This is an optimization exercise on Yosys and OpenROAD, whose aim is small area, a short achievable clock period and few clock cycles per item, not a production implementation.
RTL that was checked went through simulation tests only; none was proved equivalent to the original.
No activity file was given, so power comes from the tool's default toggle rates.

==> inputs of v23 <==
## wallace_multi
module wallace_multi (
    input clk,
    input rst,
    input [15:0] a,
    input [15:0] b,
    output reg [31:0] p,
    output reg done
);
clock: 4.0 ns
lec_check: 0
cap_margin: 20
core_margin: 2
core_utilization: 40
cts_buf_list: sky130_fd_sc_hd__clkbuf_8
cts_cluster_diameter: 80
cts_cluster_size: 16
setup_slack_margin: 2.0
slew_margin: 20
synth_hierarchical: 1
standard.sh (not shown) runs the stock make flow with config.mk's settings and CLKGATE_MAP_FILE= SYNTH_SCRIPT=/design/flow/synth_recipe.tcl, a recipe that flattens the netlist after the stock synthesis.
==> flow/flow/run.sh <==
#!/bin/bash
set -euo pipefail
export BUFFER_PORTS_ARGS="-buffer_cell sky130_fd_sc_hd__buf_1"
bash standard.sh finish > orfs_make.log 2>&1
==> v33 (differences from v23) <==
- CORE_UTILIZATION: 40 -> 50
- SETUP_SLACK_MARGIN: 2.0 -> 1.9
==> v29 (differences from v23) <==
- SETUP_SLACK_MARGIN: 2.0 -> 1.9
==> flow_metrics.py <==
metrics = {
    "power": {
        "p_per_area_nw_per_um2": 724,
        "pwr-share-seq_pct": 42.8,
        "leakagePower_nw": 5.22,
        "comb-power_mw": 3.90,
    },
    "outcome": {
        "status": "timing/DRC/antenna clean",
    },
    "setup_path": {
        "cp.required_ns": 4.42,
    },
    "global_route": {
        "grt_first_pass_wirelength_mm": 38.5,
        "grt_pass1_vias": 7110,
    },
    "cells_and_area": {
        "multi_input_area_um2": 6310,
        "multi_input_area_share_pct": 51.7,
    },
    "cts": {
        "post_cts_buffers": 13,
    },
    "placement": {
        "gp_congestion": 0.860,
    },
    "floorplanning": {
        "core_area_um2": 21200,
    },
}
# the run above: v33

==> flow_metrics.py <==
metrics = {
    "power": {
        "pwr-share-seq_pct": 40.0,
        "leakagePower_nw": 5.57,
        "comb-power_mw": 4.46,
        "p_per_area_nw_per_um2": 715,
    },
    "placement": {
        "gp_congestion": 0.842,
    },
    "floorplanning": {
        "core_area_um2": 26700,
    },
    "global_route": {
        "grt_first_pass_wirelength_mm": 38.4,
    },
    "cells_and_area": {
        "multi_input_area_share_pct": 50.2,
        "multi_input_area_um2": 6580,
    },
    "setup_path": {
        "cp.required_ns": 4.44,
    },
    "outcome": {
        "status": "timing/DRC/antenna clean",
    },
}
# the run above: v23

==> flow_metrics.py <==
metrics = {
    "outcome": {
        "status": "timing/DRC/antenna clean",
    },
    "detailed_routing": {
        "drtAntennaViolNets": 0,
        "num_vias": 6459,
    },
    "floorplanning": {
        "rows": 60,
        "core_area_um2": 26700,
    },
    "power": {
        "p_comb_share_pct": 44.8,
        "comb-power_mw": 4.00,
        "leakagePower_nw": 5.22,
        "pwr-share-seq_pct": 42.2,
        "finalPower_mw": 8.93,
    },
    "cts": {
        "insertion_delay_ns": 0.54,
        "post_cts_buffers": 9,
    },
    "setup_path": {
        "arrival_ns": 2.62,
        "cp.required_ns": 4.44,
    },
    "cells_and_area": {
        "multi_input_area_um2": 6310,
        "fill_cells": 2444,
        "final_common_cell": "dfxtp_1",
        "multi_input_area_share_pct": 51.4,
    },
    "synthesis": {
        "yosys_warnings": 7,
    },
    "global_route": {
        "grt_first_pass_wirelength_mm": 37.5,
    },
}
# the run above: v29

Testbench counts of v23, summed over its fixed seeds: cycles 16,024, items 16,000.
Testbench counts of v33, summed over its fixed seeds: cycles 16,024, items 16,000.
Testbench counts of v29, summed over its fixed seeds: cycles 16,024, items 16,000.

* * *

==> run B: inputs <==
wallace_multi, a different RTL version from the one above (not shown whole).
==> module mbs, before the edit <==
module mbs (input one, input a1, input two, input a0, input neg, output x);
    wire m;
    ma22oi u0 (.a(one), .b(a1), .c(two), .d(a0), .y(m));
    mxnor u1 (.a(m), .b(neg), .y(x));
endmodule
==> module ma22oi, before the edit <==
module ma22oi (input a, input b, input c, input d, output y);
    assign y = ~((a & b) | (c & d));
endmodule
==> module mxnor, before the edit <==
module mxnor (input a, input b, output y);
    assign y = ~(a ^ b);
endmodule
export LEC_CHECK = 0
export CAP_MARGIN = 20
export CORE_MARGIN = 2
export CORE_UTILIZATION = 40
export CTS_BUF_LIST = sky130_fd_sc_hd__clkbuf_8
export CTS_CLUSTER_DIAMETER = 80
export CTS_CLUSTER_SIZE = 16
export SETUP_SLACK_MARGIN = 1.8
export SLEW_MARGIN = 20
export SYNTH_HIERARCHICAL = 1
create_clock -name core_clock -period 4.0 [get_ports {clk}]
==> flow/flow/run.sh <==
#!/bin/bash
set -euo pipefail
export BUFFER_PORTS_ARGS="-buffer_cell sky130_fd_sc_hd__buf_1"
bash standard.sh ABC_LOAD_IN_FF=1 finish > orfs_make.log 2>&1
==> run E (differences from run B) <==
--- a/flow/design.v
+++ b/flow/design.v
@@ -1574,12 +1574,12 @@
 endmodule
 module mbs (input one, input a1, input two, input a0, input neg, output x);
     wire m;
-    ma22oi u0 (.a(one), .b(a1), .c(two), .d(a0), .y(m));
-    mxnor u1 (.a(m), .b(neg), .y(x));
+    ma22o u0 (.a(one), .b(a1), .c(two), .d(a0), .y(m));
+    mxor u1 (.a(m), .b(neg), .y(x));
 endmodule
-module ma22oi (input a, input b, input c, input d, output y);
-    assign y = ~((a & b) | (c & d));
+module ma22o (input a, input b, input c, input d, output y);
+    assign y = (a & b) | (c & d);
 endmodule
-module mxnor (input a, input b, output y);
-    assign y = ~(a ^ b);
+module mxor (input a, input b, output y);
+    assign y = a ^ b;
 endmodule
==> flow/flow/run.sh (replaced) <==
#!/bin/bash
set -euo pipefail
export BUFFER_PORTS_ARGS="-buffer_cell sky130_fd_sc_hd__buf_1"
bash standard.sh finish > orfs_make.log 2>&1
Settings changed: CTS_CLUSTER_DIAMETER 80 to 100, CTS_CLUSTER_SIZE 16 to 20.
==> run G (differences from run B) <==
--- a/flow/design.v
+++ b/flow/design.v
@@ -1574,12 +1574,12 @@
 endmodule
 module mbs (input one, input a1, input two, input a0, input neg, output x);
     wire m;
-    ma22oi u0 (.a(one), .b(a1), .c(two), .d(a0), .y(m));
-    mxnor u1 (.a(m), .b(neg), .y(x));
+    ma22o u0 (.a(one), .b(a1), .c(two), .d(a0), .y(m));
+    mxor u1 (.a(m), .b(neg), .y(x));
 endmodule
-module ma22oi (input a, input b, input c, input d, output y);
-    assign y = ~((a & b) | (c & d));
+module ma22o (input a, input b, input c, input d, output y);
+    assign y = (a & b) | (c & d);
 endmodule
-module mxnor (input a, input b, output y);
-    assign y = ~(a ^ b);
+module mxor (input a, input b, output y);
+    assign y = a ^ b;
 endmodule
==> flow/flow/run.sh (replaced) <==
#!/bin/bash
set -euo pipefail
export BUFFER_PORTS_ARGS="-buffer_cell sky130_fd_sc_hd__buf_1"
bash standard.sh finish > orfs_make.log 2>&1
==> run C (differences from run B) <==
--- a/flow/design.v
+++ b/flow/design.v
@@ -1574,12 +1574,12 @@
 endmodule
 module mbs (input one, input a1, input two, input a0, input neg, output x);
     wire m;
-    ma22oi u0 (.a(one), .b(a1), .c(two), .d(a0), .y(m));
-    mxnor u1 (.a(m), .b(neg), .y(x));
+    ma22o u0 (.a(one), .b(a1), .c(two), .d(a0), .y(m));
+    mxor u1 (.a(m), .b(neg), .y(x));
 endmodule
-module ma22oi (input a, input b, input c, input d, output y);
-    assign y = ~((a & b) | (c & d));
+module ma22o (input a, input b, input c, input d, output y);
+    assign y = (a & b) | (c & d);
 endmodule
-module mxnor (input a, input b, output y);
-    assign y = ~(a ^ b);
+module mxor (input a, input b, output y);
+    assign y = a ^ b;
 endmodule
==> flow/flow/run.sh (replaced) <==
#!/bin/bash
set -euo pipefail
export BUFFER_PORTS_ARGS="-buffer_cell sky130_fd_sc_hd__buf_2"
bash standard.sh finish > orfs_make.log 2>&1
Settings changed: SETUP_SLACK_MARGIN 1.8 to 2.0.
==> comparison <==
Clock power, highest first: run G, run B, run C, run E. Of run C and run E, run C has the higher routed wire length (gap 5.7%, measured against run E). Run C finished clean. Run E finished clean. Run G went through all stages and came out clean. Run B completed without violations. In run E the register-to-register slack is worse than in run G, by 0.02 ns. Between run B and run G, the lower cell area is in run B (gap about 1%, measured against run G). The lowest clock skew belongs to run G, the highest to run B. Against run B, the via count of run E is smaller by 1.9%.
==> figures <==
| quantity | run C | run B | run G | run E |
|---|---|---|---|---|
| Status | complete, no violations | complete, no violations | complete, no violations | complete, no violations |
| Gate Count Post-Synth | 816 | 815 | 816 | 816 |
| Worst path depth | 6 | 6 | 5 | 6 |
| Data required time at the worst endpoint | 4.41 ns | 4.40 ns | 4.40 ns | 4.39 ns |
| Combinational logic power | 4.83 mW | 4.07 mW | 4.14 mW | 4.14 mW |
| Worst IR drop on VDD | 0.325 mV | 0.321 mV | 0.339 mV | 0.362 mV |
| Met2 wirelength from detailed routing | 11.3 mm | 10.4 mm | 10.4 mm | 10.5 mm |
| Average footprint of a synthesized cell | 13.2 um^2 | 13.1 um^2 | 13.2 um^2 | 13.2 um^2 |
| Clock network power | 1.16 mW | 1.21 mW | 1.30 mW | 1.11 mW |
| Area growth from synthesis to layout | 20.9% | 14.1% | 13.7% | 12.7% |
| Post-Synth XOR/XNOR Area | 12.9% | 13.1% | 12.9% | 12.9% |
| Met3 Resource Use GR | 2.52% | 2.77% | 2.77% | 2.42% |
| Number of search-and-repair iterations in the first detailed-routing pass | 4 | 9 | 5 | 5 |
| HPWL Detailed | 15.6 mm | 15.8 mm | 15.8 mm | 15.8 mm |
Testbench counts of run E, summed over its fixed seeds: cycles 16,024, items 16,000.
Testbench counts of run G, summed over its fixed seeds: cycles 16,024, items 16,000.
Testbench counts of run C, summed over its fixed seeds: cycles 16,024, items 16,000.
The RTL of run B was laid out without a check of its function.

## separate check: timing with driven ports
The results above use ideal ports. As a check the final layouts listed here were re-extracted and re-timed, cells and wires unchanged.
Step 1 sets driving cells, clkbuf_16 on the clock port and buf_2 on the other inputs (assumed; they add their load-dependent delay and slew).
Step 2, shift: input delay + t, output delay - t, t = (earliest + latest rising clock arrival at the registers) / 2. This alone moves slack from input paths to output paths.
Three values: no drivers, after step 1, after step 2; two values: the first two.
| run | shift t [ns] | setup slack, ns | worst setup path after step 2 |
|---|---|---|---|
| v23 | 0.570 | 1.823 / 1.823 / 1.823 | register to register |
| v33 | 0.561 | 1.800 / 1.800 / 1.800 | register to register |
| v29 | 0.573 | 1.825 / 1.825 / 1.825 | register to register |
| run B | 0.568 | 1.747 / 1.747 / 1.747 | register to register |
| run E | 0.548 | 1.792 / 1.792 / 1.792 | register to register |
| run G | 0.558 | 1.813 / 1.813 / 1.813 | register to register |
| run C | 0.566 | 1.814 / 1.814 / 1.814 | register to register |
After both steps every run listed still meets setup and hold.
